Background: an optimization exercise with open tools, aiming at small area. Do not read the settings as production practice.
In this exercise RTL edits were held to simulation tests only and were not proved equivalent to the original.
The clock port is modelled as an ideal driver; clocking choices that lean on that would not hold on a real chip.
No activity file was given, so power comes from the tool's default toggle rates.

**flow/flow/run.sh**
```bash
#!/bin/bash
# Standard synthesis (for the register names and cell types), then a
# hand-mapped netlist around those registers (flow/gen_netlist.py), then the
# standard layout with port buffers of buf_1 and a hand-built clock tree
# (flow/cts_hook.tcl, flow/mytree.tcl) in place of TritonCTS's.
set -euo pipefail
R=orfs/results/sky130hd/register_file/base
bash standard.sh synth > synth.log 2>&1
cp $R/1_2_yosys.v 1_2_yosys.std.v
python3 flow/gen_netlist.py 1_2_yosys.std.v $R/1_2_yosys.v > gen_netlist.log 2>&1
rm -f $R/1_synth.odb $R/1_synth.sdc
bash standard.sh \
  "BUFFER_PORTS_ARGS=-buffer_cell sky130_fd_sc_hd__buf_1" \
  "PRE_CTS_TCL=$PWD/flow/cts_hook.tcl" \
  "CTS_ARGS=-clk_nets CLK -dont_use_dummy_load" \
  finish > finish.log 2>&1
```
**flow/flow/cts_hook.tcl**
```tcl
# Runs before clock_tree_synthesis (which is then given no clock net to build):
# a hand-built two-level clock tree, clkbuf_8 root and clkbuf_4 leaves.
source [file join [file dirname [info script]] mytree.tcl]
my_clock_tree 28 sky130_fd_sc_hd__clkbuf_4 sky130_fd_sc_hd__clkbuf_8
```
**flow/flow/gen_netlist.py**
```python
# Write the register file's gate-level netlist by hand: the flip-flops exactly
# as the standard synthesis named and typed them, and hand-mapped logic around
# them (address decoders of and4_2, read multiplexers of a222oi/a22oi/nand3).
# usage: gen_netlist.py STANDARD_NETLIST OUT_NETLIST
import re, sys

std = open(sys.argv[1]).read()
W = 32
P = 'sky130_fd_sc_hd__'

flops = {}
for cell, name in re.findall(r'^\s*(sky130_fd_sc_hd__\w+)\s+(\\\S+)\s*\(', std, re.M):
    m = re.match(r'\\set\.g_reg\[(\d)\]\.r\.outreg\[(\d+)\]\$_DFFE_PP_$', name)
    if m:
        flops[('d', int(m.group(1)), int(m.group(2)))] = (cell, name)
        continue
    m = re.match(r'\\set\.valid_o\[(\d)\]\$_DFF_PN0_$', name)
    if m:
        flops[('v', int(m.group(1)))] = (cell, name)
        continue
    if re.search(r'(edf|df|dl|sdf)\w*_\d$', cell):
        sys.exit('unexpected register ' + name)
assert len(flops) == 8 * W + 8, len(flops)
for k, (cell, name) in flops.items():
    assert cell == (P + 'edfxtp_1' if k[0] == 'd' else P + 'dfrtp_1'), (k, cell)

o = []
o.append('module register_file (CLK, RST, srcRegA, destReg, writeData, regWrite, srcRegB, outBusA, outBusB);')
o.append('  input CLK; input RST; input [2:0] srcRegA; input [2:0] destReg; input [31:0] writeData;')
o.append('  input regWrite; input [2:0] srcRegB; output [31:0] outBusA; output [31:0] outBusB;')
wires = []
for i in range(8):
    wires += ['we%d' % i, 'vld%d' % i, 'vnx%d' % i, 'selA%d' % i, 'selB%d' % i]
    wires += ['r%d_%d' % (i, b) for b in range(W)]
for p in 'ABD':
    wires += ['n%s%d' % (p, k) for k in range(3)]
for p in 'AB':
    for b in range(W):
        wires += ['g%s%d_%d' % (p, g, b) for g in range(3)]
o.append('  wire ' + ', '.join(wires) + ';')

n = [0]
def inst(cell, pins, name=None):
    if name is None:
        n[0] += 1
        name = 'u%d' % n[0]
    o.append('  %s%s %s (%s);' % ('' if cell.startswith(P) else P, cell, name,
             ', '.join('.%s(%s)' % kv for kv in pins)))

addr = {'A': 'srcRegA', 'B': 'srcRegB', 'D': 'destReg'}
for p, a in addr.items():
    for k in range(3):
        inst('inv_1', [('A', '%s[%d]' % (a, k)), ('Y', 'n%s%d' % (p, k))])

def bits(p, i):
    return ['%s[%d]' % (addr[p], k) if (i >> k) & 1 else 'n%s%d' % (p, k) for k in range(3)]

for i in range(8):
    b = bits('D', i)
    inst('and4_2', [('A', 'regWrite'), ('B', b[0]), ('C', b[1]), ('D', b[2]), ('X', 'we%d' % i)])
    for p in 'AB':
        b = bits(p, i)
        inst('and4_2', [('A', 'vld%d' % i), ('B', b[0]), ('C', b[1]), ('D', b[2]), ('X', 'sel%s%d' % (p, i))])
    inst('or2_1', [('A', 'vld%d' % i), ('B', 'we%d' % i), ('X', 'vnx%d' % i)])
    cell, name = flops[('v', i)]
    inst(cell, [('CLK', 'CLK'), ('D', 'vnx%d' % i), ('RESET_B', 'RST'), ('Q', 'vld%d' % i)], name + ' ')
    for b in range(W):
        cell, name = flops[('d', i, b)]
        inst(cell, [('CLK', 'CLK'), ('D', 'writeData[%d]' % b), ('DE', 'we%d' % i), ('Q', 'r%d_%d' % (i, b))], name + ' ')

for p in 'AB':
    for b in range(W):
        r = lambda i: 'r%d_%d' % (i, b)
        s = lambda i: 'sel%s%d' % (p, i)
        g = lambda k: 'g%s%d_%d' % (p, k, b)
        inst('a222oi_1', [('A1', r(0)), ('A2', s(0)), ('B1', r(1)), ('B2', s(1)), ('C1', r(2)), ('C2', s(2)), ('Y', g(0))])
        inst('a222oi_1', [('A1', r(3)), ('A2', s(3)), ('B1', r(4)), ('B2', s(4)), ('C1', r(5)), ('C2', s(5)), ('Y', g(1))])
        inst('a22oi_1', [('A1', r(6)), ('A2', s(6)), ('B1', r(7)), ('B2', s(7)), ('Y', g(2))])
        inst('nand3_1', [('A', g(0)), ('B', g(1)), ('C', g(2)), ('Y', 'outBus%s[%d]' % (p, b))])
o.append('endmodule')
open(sys.argv[2], 'w').write('\n'.join(o) + '\n')
print('wrote', n[0], 'cells and', len(flops), 'registers')
```
**flow/flow/mytree.tcl**
```tcl
# Manual clock tree: cluster the clock sinks with k-means, put one leaf buffer
# at each cluster's centre, and drive all leaves from one root buffer.
proc my_clock_tree { nclusters leafcell rootcell } {
  set block [ord::get_db_block]
  set clknet [$block findNet CLK]
  set sinks {}
  foreach it [$clknet getITerms] {
    set inst [$it getInst]
    set bb [$inst getBBox]
    lappend sinks [list $it [expr {([$bb xMin] + [$bb xMax]) / 2.0}] [expr {([$bb yMin] + [$bb yMax]) / 2.0}]]
  }
  set n [llength $sinks]
  # initial centres: sinks sorted along x then chunked
  set sorted [lsort -real -index 1 $sinks]
  set cx {}; set cy {}
  for {set k 0} {$k < $nclusters} {incr k} {
    set s [lindex $sorted [expr {int(($k + 0.5) * $n / $nclusters)}]]
    lappend cx [lindex $s 1]; lappend cy [lindex $s 2]
  }
  # balanced k-means: each cluster takes at most cap sinks
  set cap [expr {int(ceil(double($n) / $nclusters)) + 1}]
  for {set iter 0} {$iter < 30} {incr iter} {
    set pairs {}
    set i 0
    foreach s $sinks {
      for {set k 0} {$k < $nclusters} {incr k} {
        set d [expr {abs([lindex $s 1] - [lindex $cx $k]) + abs([lindex $s 2] - [lindex $cy $k])}]
        lappend pairs [list $d $i $k]
      }
      incr i
    }
    set pairs [lsort -real -index 0 $pairs]
    set assign [lrepeat $n -1]
    set cnt [lrepeat $nclusters 0]
    foreach p $pairs {
      lassign $p d i k
      if {[lindex $assign $i] >= 0} continue
      if {[lindex $cnt $k] >= $cap} continue
      lset assign $i $k
      lset cnt $k [expr {[lindex $cnt $k] + 1}]
    }
    set sx [lrepeat $nclusters 0.0]; set sy [lrepeat $nclusters 0.0]
    set i 0
    foreach s $sinks {
      set k [lindex $assign $i]
      lset sx $k [expr {[lindex $sx $k] + [lindex $s 1]}]
      lset sy $k [expr {[lindex $sy $k] + [lindex $s 2]}]
      incr i
    }
    for {set k 0} {$k < $nclusters} {incr k} {
      if {[lindex $cnt $k] > 0} {
        lset cx $k [expr {[lindex $sx $k] / [lindex $cnt $k]}]
        lset cy $k [expr {[lindex $sy $k] / [lindex $cnt $k]}]
      }
    }
  }
  set lib [ord::get_db]
  set leafm [$lib findMaster $leafcell]
  set rootm [$lib findMaster $rootcell]
  # root buffer at the centre of the leaves
  set rx 0.0; set ry 0.0
  for {set k 0} {$k < $nclusters} {incr k} { set rx [expr {$rx + [lindex $cx $k]}]; set ry [expr {$ry + [lindex $cy $k]}] }
  set rx [expr {int($rx / $nclusters)}]; set ry [expr {int($ry / $nclusters)}]
  set root [odb::dbInst_create $block $rootm clkroot]
  $root setLocation $rx $ry
  $root setPlacementStatus PLACED
  set rootnet [odb::dbNet_create $block clknet_root]
  $rootnet setSigType CLOCK
  [$root findITerm A] connect $clknet
  [$root findITerm X] connect $rootnet
  set leafnets {}
  for {set k 0} {$k < $nclusters} {incr k} {
    set b [odb::dbInst_create $block $leafm clkleaf_$k]
    $b setLocation [expr {int([lindex $cx $k])}] [expr {int([lindex $cy $k])}]
    $b setPlacementStatus PLACED
    set net [odb::dbNet_create $block clknet_leaf_$k]
    $net setSigType CLOCK
    [$b findITerm A] connect $rootnet
    [$b findITerm X] connect $net
    lappend leafnets $net
  }
  set i 0
  foreach s $sinks {
    set it [lindex $s 0]
    $it disconnect
    $it connect [lindex $leafnets [lindex $assign $i]]
    incr i
  }
  puts "my_clock_tree: $n sinks, $nclusters leaves of $leafcell, counts $cnt"
}
```
**flow/standard.sh**
```bash
#!/bin/bash
# synth_recipe.tcl (not shown) runs the flow's synth.tcl, then flattens the netlist and writes it again
# the make line also repeats each setting of config.mk as NAME=value (left out here)
make -C /OpenROAD-flow-scripts/flow DESIGN_CONFIG=/design/flow/config.mk WORK_HOME=/design/flow/orfs CLKGATE_MAP_FILE= SYNTH_SCRIPT=/design/flow/synth_recipe.tcl "${@:-finish}"
```
**flow/config.mk**
```make
export PLATFORM = sky130hd
export DESIGN_NAME = register_file
export DESIGN_NICKNAME = register_file
export VERILOG_FILES = /design/flow/design.v
export SDC_FILE = /design/flow/constraint.sdc
export NUM_CORES = 4
export LEC_CHECK = 0
export CAP_MARGIN = 20
export CORE_MARGIN = 2
export CORE_UTILIZATION = 55
export PLACE_DENSITY = 0.65
export SLEW_MARGIN = 20
```
**flow/constraint.sdc**
```tcl
create_clock -name core_clock -period 5.0 [get_ports {CLK}]
set_input_delay 1.0000 -clock core_clock [delete_from_list [all_inputs] [get_ports {CLK}]]
set_output_delay 1.0000 -clock core_clock [all_outputs]
set_load 0.01 [all_outputs]
```
**flow/design.v**
```verilog
module DECODER (
input wire [2:0]	destreg_i,
output wire [7:0]	destreg_o
);
assign destreg_o = 8'b00000001 << destreg_i;
endmodule
module REG_32 #(parameter W_width = 32) (
input wire			CLK,
input wire			we_i,
input wire [W_width-1:0]	writeData,
output reg [W_width-1:0]	outreg
);
always@(posedge CLK) begin
if (we_i) begin
	outreg	<= writeData;
end
end
endmodule
module REG_SET #(parameter W_width = 32) (
input wire			CLK, RST,
input wire			regWrite,
input wire [7:0]		decOut_i,
input wire [W_width-1:0]	writeData_i,
output reg [7:0]		valid_o,
output wire [8*W_width-1:0]	R_o
);
wire [7:0] we = decOut_i & {8{regWrite}};
always@(posedge CLK or negedge RST) begin
if(!RST) begin
	valid_o	<= 8'b0;
end
else begin
	valid_o	<= valid_o | we;
end
end
genvar i;
generate
for (i = 0; i < 8; i = i + 1) begin : g_reg
	REG_32 #(.W_width(W_width)) r (.CLK(CLK), .we_i(we[i]), .writeData(writeData_i), .outreg(R_o[i*W_width +: W_width]));
end
endgenerate
endmodule
module MUX #(parameter W_width = 32)(
input wire [8*W_width-1:0]	R_i,
input wire [7:0]		valid_i,
input wire [2:0]		select_i,
output wire [W_width-1:0]	outBus_o
);
wire [7:0] sel = (8'b00000001 << select_i) & valid_i;
genvar b;
generate
for (b = 0; b < W_width; b = b + 1) begin : g_bit
	MUX_BIT mb (.d_i({R_i[7*W_width+b], R_i[6*W_width+b], R_i[5*W_width+b], R_i[4*W_width+b],
	                  R_i[3*W_width+b], R_i[2*W_width+b], R_i[1*W_width+b], R_i[0*W_width+b]}),
	            .sel_i(sel), .out_o(outBus_o[b]));
end
endgenerate
endmodule
module MUX_BIT (
input wire [7:0]	d_i,
input wire [7:0]	sel_i,
output wire		out_o
);
wire g0, g1, g2;
AOI222 u0 (.a(d_i[0]), .b(sel_i[0]), .c(d_i[1]), .d(sel_i[1]), .e(d_i[2]), .f(sel_i[2]), .y(g0));
AOI222 u1 (.a(d_i[3]), .b(sel_i[3]), .c(d_i[4]), .d(sel_i[4]), .e(d_i[5]), .f(sel_i[5]), .y(g1));
AOI22  u2 (.a(d_i[6]), .b(sel_i[6]), .c(d_i[7]), .d(sel_i[7]), .y(g2));
NAND3  u3 (.a(g0), .b(g1), .c(g2), .y(out_o));
endmodule
module AOI222 (input wire a, b, c, d, e, f, output wire y);
assign y = ~((a & b) | (c & d) | (e & f));
endmodule
module AOI22 (input wire a, b, c, d, output wire y);
assign y = ~((a & b) | (c & d));
endmodule
module NAND3 (input wire a, b, c, output wire y);
assign y = ~(a & b & c);
endmodule
module register_file #(parameter W_width = 32) (
input wire			CLK, RST,
input wire [2:0]		srcRegA,
input wire [2:0]		destReg,
input wire [W_width-1:0]	writeData,
input wire			regWrite,
input wire [2:0]		srcRegB,
output [W_width-1:0]		outBusA,
output [W_width-1:0]		outBusB
);
wire [7:0]		dec_o;
wire [7:0]		valid;
wire [8*W_width-1:0]	R;
DECODER decoder (.destreg_i(destReg), .destreg_o(dec_o));
REG_SET #(.W_width(W_width)) set (.CLK(CLK), .RST(RST), .regWrite(regWrite), .decOut_i(dec_o), .writeData_i(writeData), .valid_o(valid), .R_o(R));
MUX #(.W_width(W_width)) m1 (.R_i(R), .valid_i(valid), .select_i(srcRegA), .outBus_o(outBusA));
MUX #(.W_width(W_width)) m2 (.R_i(R), .valid_i(valid), .select_i(srcRegB), .outBus_o(outBusB));
endmodule
```
==> results of run 1 <==
-- sequential cells by signal (all words and copies together), names as in the netlist --
signal          flops
set.valid_o         8
set.g.r.outreg    256
-- report_power, final --
group | internal, uW | leakage, uW | switching (uW)
Combinational | 128 | 0.000845 | 278
Sequential | 2500 | 0.00240 | 34.9
Clock | 273 | 0.000136 | 609
Total | 2900 | 0.00338 | 922
-- cell usage in the layout, fill, tap and decap left out, drive strengths merged --
cell type and instances:
a22oi 64, dfrtp 8, a222oi 128, buf 107, clkbuf 29, or2 8
nand3 64, inv 9, edfxtp 256, and4 24
-- stage by stage --
step           power, uW  std cells  instance area, sq um
6_report            3820        931                 11200
5_1_grt             3970        931                 11200
4_1_cts             3630        931                 11200
3_5_place_dp        2990        902                 11000
3_3_place_gp        2970        902                 11000
2_1_floorplan       2800        561                 10300
-- critical path, stage by stage --
cell	delay, ps
buf_1	130
inv_1	120
and4_2	920
a22oi_1	310
nand3_1	160
buf_1	160
-- worst paths after layout --
path                                             to  slack (ps)                      from
hold / removal             set.valid_o[7]$_DFF_PN0_         330                       RST
max in group asynchronous  set.valid_o[0]$_DFF_PN0_        4390                       RST
hold reg to reg            set.valid_o[3]$_DFF_PN0_         510  set.valid_o[3]$_DFF_PN0_
setup / recovery                        outBusA[13]        1180                srcRegA[0]
setup reg to reg           set.valid_o[4]$_DFF_PN0_        4230  set.valid_o[4]$_DFF_PN0_
min in group core_clock    set.valid_o[3]$_DFF_PN0_         510  set.valid_o[3]$_DFF_PN0_
-- routing by layer --
metal / GRT usage, % / up-vias
met2: 43.6 / 560
met1: 39.1 / 3496
li1: - / 2977
met4: 9.11 / 0
met3: 4.62 / 89
met5: 0 / -
-- layout make-up --
type,instances,share of cell area (%)
Sequential cell,264,70.3
Multi-Input combinational cell,288,21.2
Timing Repair Buffer,107,3.58
Tap cell,234,2.61
Buffer,29,2.00
Inverter,9,0.301
==> results.yml, run 1 <==
timing:
  rsz0062_at_grt: "false"
  fin_setup_tns_ps: 0
  period_needed_ps: 3820
  fin_skew_ps: 0
  layout_setup_ws_ps: 1180
  relSlewSlack_pct: 25.0
  hold_slack_ps: 329
  finalMaxSlewViolations: 0
  clock.fmax_mhz: 262
  worst_slew_pin_slew_ps: 1130
  setup_viol: 0
  hold_viol_final: 0
  period_share_pct: 76.4
cts:
  postCtsSetupBuffers: 0
  cts_resized: 0
  clk_pin_slew_ps: 80
  hold_buffers: 0
  clk_latency_ps: 560
global_route:
  grt_pass1_vias: 7111
  grt_usage_pct: 27.4
  grt_max_degree: 34
  grt_antenna_before_repair: 0
  grt_overflow: 0
  grt_pass1_wl_mm: 40.9
finish:
  nets: 743
  diodes: 0
  register_area_sq_um: 7890
  multiInputGateArea_sq_um: 2370
  syn_to_final_growth_pct: 8.92
  fin_util_pct: 60.5
  nFillCells: 1376
  final_layout_size_suffix_gt1_share_pct: 7.60
die:
  rows: 50
  dieArea_sq_um: 19800
  die_y_microns: 141
  fp.dieW_microns: 141
  pin_count: 108
  initial_utilization_pct: 55.6
  core-area_sq_um: 18500
drt:
  vias: 7122
  dr_wl_met2_mm: 13.3
  highest_layer: "met4"
  wl_met3_mm: 3.51
  totalWireLength_mm: 28.1
  drt_first_pass_iters: 9
  drt_first_iter_violations: 1375
  via_per_inst: 7.65
  drc_errors: 0
  wl_met1_mm: 10.5
  wl_per_cell_microns: 30.1
  ant_nets: 0
critical_path:
  arrival_ps: 2820
  rr_worst_depth: 1
  worstSetupPathType: "in -> out"
  cp_max_fo: 32
  cp-start-kind: "primary input"
  worst_setup_path_end_kind: "primary output"
  cp.required_ps: 4000
synth:
  syn_area_sq_um: 10300
  ys_warn_count: 2
  syn_inst: 561
  synth_nets: 605
  avgSynthCellArea_sq_um: 18.3
pwr:
  p_leak_uw: 0.00338
  peakVddDrop_uv: 233
  p_per_area_nw_per_um2: 341
placed_design:
  hpwl_mm: 14.2
  gp_congestion: 0.751
  pre_cts_ws_ps: 1220
  portBuffers: 107
outcome:
  outcome: "no timing/DRC/antenna violations"
min_path:
  hp-class: "in -> async"
flow_run:
  drv_cap: 0
==> run 2: changes to the inputs <==
--- a/flow/design.v
+++ b/flow/design.v
@@ -6,14 +6,11 @@
 endmodule
 module REG_32 #(parameter W_width = 32) (
 input wire			CLK,
-input wire			we_i,
-input wire [W_width-1:0]	writeData,
+input wire [W_width-1:0]	d_i,
 output reg [W_width-1:0]	outreg
 );
 always@(posedge CLK) begin
-if (we_i) begin
-	outreg	<= writeData;
-end
+	outreg	<= d_i;
 end
 endmodule
 module REG_SET #(parameter W_width = 32) (
@@ -36,9 +33,19 @@
 genvar i;
 generate
 for (i = 0; i < 8; i = i + 1) begin : g_reg
-	REG_32 #(.W_width(W_width)) r (.CLK(CLK), .we_i(we[i]), .writeData(writeData_i), .outreg(R_o[i*W_width +: W_width]));
+	wire [W_width-1:0] d;
+	NEXT_32 #(.W_width(W_width)) n (.we_i(we[i]), .writeData(writeData_i), .q_i(R_o[i*W_width +: W_width]), .d_o(d));
+	REG_32 #(.W_width(W_width)) r (.CLK(CLK), .d_i(d), .outreg(R_o[i*W_width +: W_width]));
 end
 endgenerate
+endmodule
+module NEXT_32 #(parameter W_width = 32) (
+input wire			we_i,
+input wire [W_width-1:0]	writeData,
+input wire [W_width-1:0]	q_i,
+output wire [W_width-1:0]	d_o
+);
+assign d_o = (writeData & {W_width{we_i}}) | (q_i & {W_width{~we_i}});
 endmodule
 module MUX #(parameter W_width = 32)(
 input wire [8*W_width-1:0]	R_i,
--- a/flow/flow/gen_netlist.py
+++ b/flow/flow/gen_netlist.py
@@ -1,6 +1,7 @@
 # Write the register file's gate-level netlist by hand: the flip-flops exactly
 # as the standard synthesis named and typed them, and hand-mapped logic around
-# them (address decoders of and4_2, read multiplexers of a222oi/a22oi/nand3).
+# them (address decoders of and4_2, an a22o hold multiplexer in front of each
+# data flip-flop, read multiplexers of a222oi/a22oi/nand3).
 # usage: gen_netlist.py STANDARD_NETLIST OUT_NETLIST
 import re, sys
 
@@ -10,7 +11,7 @@
 
 flops = {}
 for cell, name in re.findall(r'^\s*(sky130_fd_sc_hd__\w+)\s+(\\\S+)\s*\(', std, re.M):
-    m = re.match(r'\\set\.g_reg\[(\d)\]\.r\.outreg\[(\d+)\]\$_DFFE_PP_$', name)
+    m = re.match(r'\\set\.g_reg\[(\d)\]\.r\.outreg\[(\d+)\]\$_DFF_P_$', name)
     if m:
         flops[('d', int(m.group(1)), int(m.group(2)))] = (cell, name)
         continue
@@ -22,7 +23,7 @@
         sys.exit('unexpected register ' + name)
 assert len(flops) == 8 * W + 8, len(flops)
 for k, (cell, name) in flops.items():
-    assert cell == (P + 'edfxtp_1' if k[0] == 'd' else P + 'dfrtp_1'), (k, cell)
+    assert cell == (P + 'dfxtp_1' if k[0] == 'd' else P + 'dfrtp_1'), (k, cell)
 
 o = []
 o.append('module register_file (CLK, RST, srcRegA, destReg, writeData, regWrite, srcRegB, outBusA, outBusB);')
@@ -30,8 +31,9 @@
 o.append('  input regWrite; input [2:0] srcRegB; output [31:0] outBusA; output [31:0] outBusB;')
 wires = []
 for i in range(8):
-    wires += ['we%d' % i, 'vld%d' % i, 'vnx%d' % i, 'selA%d' % i, 'selB%d' % i]
+    wires += ['we%d' % i, 'nwe%d' % i, 'vld%d' % i, 'vnx%d' % i, 'selA%d' % i, 'selB%d' % i]
     wires += ['r%d_%d' % (i, b) for b in range(W)]
+    wires += ['d%d_%d' % (i, b) for b in range(W)]
 for p in 'ABD':
     wires += ['n%s%d' % (p, k) for k in range(3)]
 for p in 'AB':
@@ -58,6 +60,7 @@
 for i in range(8):
     b = bits('D', i)
     inst('and4_2', [('A', 'regWrite'), ('B', b[0]), ('C', b[1]), ('D', b[2]), ('X', 'we%d' % i)])
+    inst('inv_2', [('A', 'we%d' % i), ('Y', 'nwe%d' % i)])
     for p in 'AB':
         b = bits(p, i)
         inst('and4_2', [('A', 'vld%d' % i), ('B', b[0]), ('C', b[1]), ('D', b[2]), ('X', 'sel%s%d' % (p, i))])
@@ -66,7 +69,8 @@
     inst(cell, [('CLK', 'CLK'), ('D', 'vnx%d' % i), ('RESET_B', 'RST'), ('Q', 'vld%d' % i)], name + ' ')
     for b in range(W):
         cell, name = flops[('d', i, b)]
-        inst(cell, [('CLK', 'CLK'), ('D', 'writeData[%d]' % b), ('DE', 'we%d' % i), ('Q', 'r%d_%d' % (i, b))], name + ' ')
+        inst('a22o_1', [('A1', 'we%d' % i), ('A2', 'writeData[%d]' % b), ('B1', 'nwe%d' % i), ('B2', 'r%d_%d' % (i, b)), ('X', 'd%d_%d' % (i, b))])
+        inst(cell, [('CLK', 'CLK'), ('D', 'd%d_%d' % (i, b)), ('Q', 'r%d_%d' % (i, b))], name + ' ')
 
 for p in 'AB':
     for b in range(W):
--- a/flow/config.mk
+++ b/flow/config.mk
@@ -10,3 +10,5 @@
 export CORE_UTILIZATION = 55
 export PLACE_DENSITY = 0.65
 export SLEW_MARGIN = 20
+export SYNTH_HIERARCHICAL = 1
+export SYNTH_MINIMUM_KEEP_SIZE = 0
==> results.yml, run 2 <==
die:
  initial_utilization_pct: 55.9
  rows: 49
  pin_count: 108
  fp.dieW_microns: 139
  dieArea_sq_um: 19300
  die_y_microns: 139
  core-area_sq_um: 17900
placed_design:
  gp_congestion: 0.784
  portBuffers: 107
  hpwl_mm: 18.7
global_route:
  grt_usage_pct: 35.9
  grt_max_degree: 35
  grt_overflow: 0
  grt_antenna_before_repair: 0
  grt_pass1_wl_mm: 55.8
  grt_pass1_vias: 9741
drt:
  via_per_inst: 8.18
  totalWireLength_mm: 37.1
  vias: 9804
  drt_first_iter_violations: 1879
  drt_first_pass_iters: 12
  wl_per_cell_microns: 31.0
  drc_errors: 0
  ant_nets: 0
finish:
  final_cell_mix: "256 x dfxtp_1, 256 x a22o_1, 128 x a222oi_1"
  final_layout_size_suffix_gt1_share_pct: 7.12
  nets: 1015
  largest_register_ffs: 256
  syn_to_final_growth_pct: 9.72
  nFillCells: 1454
  diodes: 0
  top_register: "set.g.r.outreg"
  reg_top3: "set.g.r.outreg (256), set.valid_o (8)"
  fin_util_pct: 61.3
outcome:
  outcome: "no timing/DRC/antenna violations"
timing:
  clock.fmax_mhz: 261
  hold_viol_final: 0
  fin_setup_tns_ps: 0
  period_share_pct: 76.7
  fin_skew_ps: 0
  finalMaxSlewViolations: 0
  worst_slew_pin_slew_ps: 1040
  rsz0062_at_grt: "false"
  relSlewSlack_pct: 30.6
  period_needed_ps: 3840
  setup_viol: 0
critical_path:
  arrival_ps: 2840
  timing.reg2reg.setup_slack_ps: 4220
  cp.required_ps: 4000
  cp-start-kind: "primary input"
  cp_max_fo: 32
  worst_setup_path_end_kind: "primary output"
  worstSetupPathType: "in -> out"
cts:
  clk_latency_ps: 580
  hold_buffers: 0
  cts_resized: 0
  postCtsSetupBuffers: 0
  clk_pin_slew_ps: 110
synth:
  syn_area_sq_um: 10000
  synth_nets: 869
  ys_warn_count: 8
  avgSynthCellArea_sq_um: 12.1
  syn_inst: 825
pwr:
  power.total_uw: 4690
  p_per_area_nw_per_um2: 428
  peakVddDrop_uv: 276
  p_leak_uw: 0.00443
flow_run:
  drv_cap: 0
min_path:
  hp-class: "in -> async"
==> run 2: report_power, final <==
group	leakage, uW	switching, uW	internal, uW
sequential	0.00222	340	2520
combinational	0.00207	459	450
clock	0.000136	652	273
==> run 2: routing by layer <==
metal  track usage [%]  vias to the layer above  part of all wire (%)
met5                 0                        -                     0
met4              19.7                        0                   4.9
met1              46.2                     4739                    37
met3              6.01                      192                    12
li1                  -                     4041                     -
met2              58.1                      832                    46
==> run 2: worst paths after layout <==
| kind | cells after the start | start | to |
|---|---|---|---|
| worst max register to register | 1 | set.valid_o[0]$_DFF_PN0_ | set.valid_o[0]$_DFF_PN0_ |
| worst min register to register | 1 | set.valid_o[1]$_DFF_PN0_ | set.valid_o[1]$_DFF_PN0_ |
| worst min-delay path | 1 | RST | set.valid_o[0]$_DFF_PN0_ |
| max in group asynchronous | 1 | RST | set.valid_o[5]$_DFF_PN0_ |
| worst max-delay path | 6 | srcRegA[0] | outBusA[16] |
| min in group core_clock | 1 | set.valid_o[1]$_DFF_PN0_ | set.valid_o[1]$_DFF_PN0_ |
==> run 2: layout make-up <==
class	count	area (sq um)	area share (%)
sequential	264	5330	48.5
multi-input combinational	544	4610	42.0
timing repair buffer	115	462	4.21
tap	229	287	2.61
buffer	29	224	2.04
inverter	17	63.8	0.581
==> run 2: worst max-delay path, cell delays in order <==
cell      delay, ps
buf_1           130
inv_1           130
and4_2          900
a222oi_1        360
nand3_1         150
buf_1           160
==> run 2: through the flow <==
stage	hold slack, ps	setup slack, ps	area, sq um	instances
finish	277	1160	11000	1198
global placement	468	1340	10800	1169
detailed placement	460	1290	10800	1169
floorplan	440	2070	10000	825
CTS	462	1290	11000	1198
global route	316	1130	11000	1198
==> run 3: changes to the inputs <==
--- a/flow/flow/gen_netlist.py
+++ b/flow/flow/gen_netlist.py
@@ -1,6 +1,7 @@
 # Write the register file's gate-level netlist by hand: the flip-flops exactly
 # as the standard synthesis named and typed them, and hand-mapped logic around
-# them (address decoders of and4_2, an a22o hold multiplexer in front of each
+# them (address decoders of and4_2 and, for the
+# write enables, and4_4; an a22o hold multiplexer in front of each
 # data flip-flop, read multiplexers of a222oi/a22oi/nand3).
 # usage: gen_netlist.py STANDARD_NETLIST OUT_NETLIST
 import re, sys
@@ -59,7 +60,7 @@
 
 for i in range(8):
     b = bits('D', i)
-    inst('and4_2', [('A', 'regWrite'), ('B', b[0]), ('C', b[1]), ('D', b[2]), ('X', 'we%d' % i)])
+    inst('and4_4', [('A', 'regWrite'), ('B', b[0]), ('C', b[1]), ('D', b[2]), ('X', 'we%d' % i)])
     inst('inv_2', [('A', 'we%d' % i), ('Y', 'nwe%d' % i)])
     for p in 'AB':
         b = bits(p, i)
==> results.yml, run 3 <==
placed_design:
  hpwl_mm: 18.6
  portBuffers: 107
  gp_congestion: 0.824
critical_path:
  worstSetupPathType: "in -> out"
  max_stage_delay_ps: 970
  worst_setup_path_end_kind: "primary output"
  cp-start-kind: "primary input"
  cp_num_cells: 6
  cp_slowest_cell: "and4_2"
  cp_max_fo: 32
  arrival_ps: 2850
  path_buf_inv: 3
  crit_top_cell: "buf_1"
  rr_worst_depth: 1
  path_cells: "buf_1, inv_1, and4_2, a22oi_1, nand3_1, buf_1"
  cp.required_ps: 4000
  cpLargestDelayFamily: "simple AND/OR/NAND/NOR gates"
cts:
  cts_resized: 0
  clk_pin_slew_ps: 90
  postCtsSetupBuffers: 0
  hold_buffers: 0
  clk_latency_ps: 590
timing:
  fin_setup_tns_ps: 0
  hold_slack_ps: 291
  setup_viol: 0
  fin_skew_ps: 0
  period_share_pct: 77.0
  rsz0062_at_grt: "false"
  hold_viol_final: 0
  worst_slew_pin_slew_ps: 1120
  period_needed_ps: 3850
  clock.fmax_mhz: 260
  relSlewSlack_pct: 25.4
  finalMaxSlewViolations: 0
finish:
  nets: 1007
  largest_register_ffs: 256
  register_area_sq_um: 5330
  final_layout_size_suffix_gt1_share_pct: 6.35
  multiInputGateArea_sq_um: 4620
  syn_to_final_growth_pct: 9.11
  top_register: "set.g.r.outreg"
  reg_top3: "set.g.r.outreg (256), set.valid_o (8)"
  diodes: 0
  final_cell_mix: "256 x dfxtp_1, 256 x a22o_1, 128 x a222oi_1"
  nFillCells: 1502
  fin_util_pct: 61.0
global_route:
  grt_antenna_before_repair: 0
  grt_pass1_wl_mm: 57.1
  grt_overflow: 0
  grt_usage_pct: 37.1
  grt_pass1_vias: 9823
  grt_max_degree: 35
drt:
  drt_first_iter_violations: 1826
  wl_per_cell_microns: 31.7
  via_per_inst: 8.19
  ant_nets: 0
  totalWireLength_mm: 37.7
  drc_errors: 0
  vias: 9744
  drt_first_pass_iters: 9
die:
  rows: 49
  pin_count: 108
  die_y_microns: 139
  core-area_sq_um: 17900
  dieArea_sq_um: 19300
  initial_utilization_pct: 55.9
  fp.dieW_microns: 139
pwr:
  p_leak_uw: 0.00439
  p_per_area_nw_per_um2: 430
  peakVddDrop_uv: 282
synth:
  synth_nets: 869
  syn_inst: 825
  syn_area_sq_um: 10000
  ys_warn_count: 8
  avgSynthCellArea_sq_um: 12.1
outcome:
  outcome: "no timing/DRC/antenna violations"
min_path:
  hp-class: "in -> async"
flow_run:
  drv_cap: 0
## run 3: final cells by class
type / instances / share of cell area, %
plain buffers: 29 / 2.05
well taps: 229 / 2.62
flip-flops and latches: 264 / 48.7
inverters: 17 / 0.584
multi-input cells: 544 / 42.3
repair buffers: 107 / 3.68
## run 3: power by group
group | internal [uW] | total, uW | switching [uW]
sequential | 2520 | 2860 | 342
combinational | 449 | 905 | 456
clock | 273 | 928 | 654
## run 3: path summary, 6_finish.rpt
path	start	to	slack [ps]
max in group asynchronous	RST	set.valid_o[4]$_DFF_PN0_	4440
setup reg to reg	set.valid_o[0]$_DFF_PN0_	set.valid_o[0]$_DFF_PN0_	4210
hold / removal	RST	set.valid_o[5]$_DFF_PN0_	290
min in group core_clock	set.valid_o[7]$_DFF_PN0_	set.valid_o[7]$_DFF_PN0_	500
hold reg to reg	set.valid_o[7]$_DFF_PN0_	set.valid_o[7]$_DFF_PN0_	500
setup / recovery	srcRegA[0]	outBusA[9]	1150
## run 3: stage by stage
step,instance area [sq um],setup WS (ps),total power (uW),instances
finish,10900,1150,4690,1190
global route,10900,1130,4900,1190
CTS,10900,1230,4430,1190
detailed placement,10700,1240,3770,1161
global placement,10700,1310,3710,1161
floorplan,10000,2070,3410,825
## run 3: routing by layer
metal	vias up	GRT usage [%]	part of all wire, %
li1	4027	-	-
met1	4719	49.1	36
met2	841	59.3	46
met3	157	6.84	14
met4	0	17.3	4.3
met5	-	0	0
==> run 4: changes to the inputs <==
==> flow/flow/cts_hook.tcl (replaced) <==
# Runs before clock_tree_synthesis (which is then given no clock net to build):
# a hand-built two-level clock tree, clkbuf_16 root and clkbuf_4 leaves.
source [file join [file dirname [info script]] mytree.tcl]
my_clock_tree 30 sky130_fd_sc_hd__clkbuf_4 sky130_fd_sc_hd__clkbuf_16
==> results.yml, run 4 <==
critical_path:
  cp-start-kind: "primary input"
  timing.reg2reg.setup_slack_ps: 4220
  cp_num_cells: 6
  cp.required_ps: 4000
  reg2reg_from: "set.valid_o[0]$_DFF_PN0_"
  worstSetupPathType: "in -> out"
  crit_path_end: "outBusA[9]"
  path_buf_inv: 3
  cpLargestDelayFamily: "simple AND/OR/NAND/NOR gates"
  cp_max_fo: 32
  rr_worst_depth: 1
  r2r-end: "set.valid_o[0]$_DFF_PN0_"
  startpoint: "srcRegA[0]"
  cp_slowest_cell: "and4_2"
  crit_top_cell: "buf_1"
  path_cells: "buf_1, inv_1, and4_2, a22oi_1, nand3_1, buf_1"
  arrival_ps: 2900
  max_stage_delay_ps: 990
  worst_setup_path_end_kind: "primary output"
timing:
  setup_viol: 0
  relSlewSlack_pct: 26.6
  worst_slew_pin_slew_ps: 1100
  finalMaxSlewViolations: 0
  period_share_pct: 78.0
  clock.fmax_mhz: 257
  hold_slack_ps: 394
  rsz0062_at_grt: "false"
  period_needed_ps: 3900
  hold_viol_final: 0
  fin_skew_ps: 0
  fin_setup_tns_ps: 0
cts:
  clk_pin_slew_ps: 90
  cts_resized: 0
  postCtsSetupBuffers: 0
  clk_latency_ps: 490
  hold_buffers: 0
drt:
  wl_per_cell_microns: 31.8
  totalWireLength_mm: 37.9
  drt_first_iter_violations: 1824
  drt_first_pass_iters: 10
  ant_nets: 0
  via_per_inst: 8.26
  drc_errors: 0
  vias: 9843
die:
  fp.dieW_microns: 139
  die_y_microns: 139
  rows: 49
  pin_count: 108
  dieArea_sq_um: 19300
  initial_utilization_pct: 55.9
  core-area_sq_um: 17900
finish:
  register_area_sq_um: 5330
  final_layout_size_suffix_gt1_share_pct: 6.54
  syn_to_final_growth_pct: 9.37
  reg_top3: "set.g.r.outreg (256), set.valid_o (8)"
  final_cell_mix: "256 x dfxtp_1, 256 x a22o_1, 128 x a222oi_1"
  top_register: "set.g.r.outreg"
  largest_register_ffs: 256
  nets: 1009
  diodes: 0
  nFillCells: 1504
  multiInputGateArea_sq_um: 4620
  fin_area_sq_um: 11000
flow_run:
  drv_cap: 0
global_route:
  grt_usage_pct: 37.0
  grt_pass1_vias: 9785
  grt_overflow: 0
  grt_max_degree: 35
  grt_antenna_before_repair: 0
  grt_pass1_wl_mm: 57.0
synth:
  synth_nets: 869
  ys_warn_count: 8
  avgSynthCellArea_sq_um: 12.1
  syn_area_sq_um: 10000
  syn_inst: 825
min_path:
  hp-class: "in -> async"
pwr:
  p_per_area_nw_per_um2: 433
  power.total_uw: 4740
  p_leak_uw: 0.00440
  peakVddDrop_uv: 325
placed_design:
  hpwl_mm: 18.6
  portBuffers: 107
  gp_congestion: 0.824
  place_area_sq_um: 10700
outcome:
  outcome: "no timing/DRC/antenna violations"
-- run 4: through the flow --
step / util, % / std cells / worst slack, ps
detailed placement: 59.8 / 1161 / 1240
global placement: 59.8 / 1161 / 1310
CTS: 61.2 / 1192 / 1240
finish: 61.2 / 1192 / 1100
global route: 61.2 / 1192 / 1120
floorplan: - / 825 / 2070
-- run 4: metal layers --
layer,routed length (microns),track usage [%]
met5,0,0
met4,1820,17.2
met3,5300,7.08
met2,17100,59.0
met1,13700,49.1
-- run 4: area by class of cell --
class                   count  area share, %
flip-flops and latches    264           48.6
multi-input cells         544           42.2
well taps                 229           2.62
repair buffers            107           3.67
plain buffers              31           2.28
inverters                  17          0.583
-- run 4: how the worst min path moves through the flow --
stage	to	slack, ps	cells after the start
after floorplan	set.valid_o[0]$_DFF_PN0_	440	1
after global placement	set.valid_o[0]$_DFF_PN0_	470	1
after detailed placement	set.valid_o[4]$_DFF_PN0_	470	1
after CTS	set.valid_o[4]$_DFF_PN0_	480	1
after global routing	set.valid_o[7]$_DFF_PN0_	410	1
final	set.valid_o[7]$_DFF_PN0_	390	1
-- run 4: report_power, final --
part	switching (uW)	total [uW]	internal [uW]
registers	340	2860	2520
clock network	666	978	312
logic	458	907	449
total	1460	4740	3280

## re-timing with driven ports
No port has a modelled driver above. Below, the same layouts with a new extraction and two added sets of constraints. Step 1, drivers: a clkbuf_16 drives CLK and a buf_2 each remaining input, both assumed. Step 2 adds t to the input delays and takes it off the output delays; t is the mean of the earliest and latest rising clock arrival at the registers after step 1. Input paths then give back, and output paths get back, about the clock's delay inside the block. a / b / c = no drivers / after step 1 / after step 2; a / b = the first two.
| run | shift t [ns] | slack for setup (ns) | worst hold slack (ns) | worst setup path after step 2 | latest minus earliest clock arrival (ns) |
|---|---|---|---|---|---|
| run 1 | 0.607 | 1.182 / 1.154 / 1.154 | 0.329 / 0.315 / 0.506 | input to output | 0.041 / 0.041 |
| run 2 | 0.627 | 1.164 / 1.140 / 1.140 | 0.277 / 0.256 / 0.493 | input to output | 0.054 / 0.054 |
| run 3 | 0.633 | 1.151 / 1.129 / 1.129 | 0.291 / 0.273 / 0.497 | input to output | 0.035 / 0.035 |
| run 4 | 0.531 | 1.102 / 1.080 / 1.080 | 0.394 / 0.372 / 0.493 | input to output | 0.028 / 0.028 |
After both steps every run listed still meets setup and hold. For run 1, which loses most, drivers alone change the setup slack by -0.028 ns; drivers and shift together by -0.028 ns.
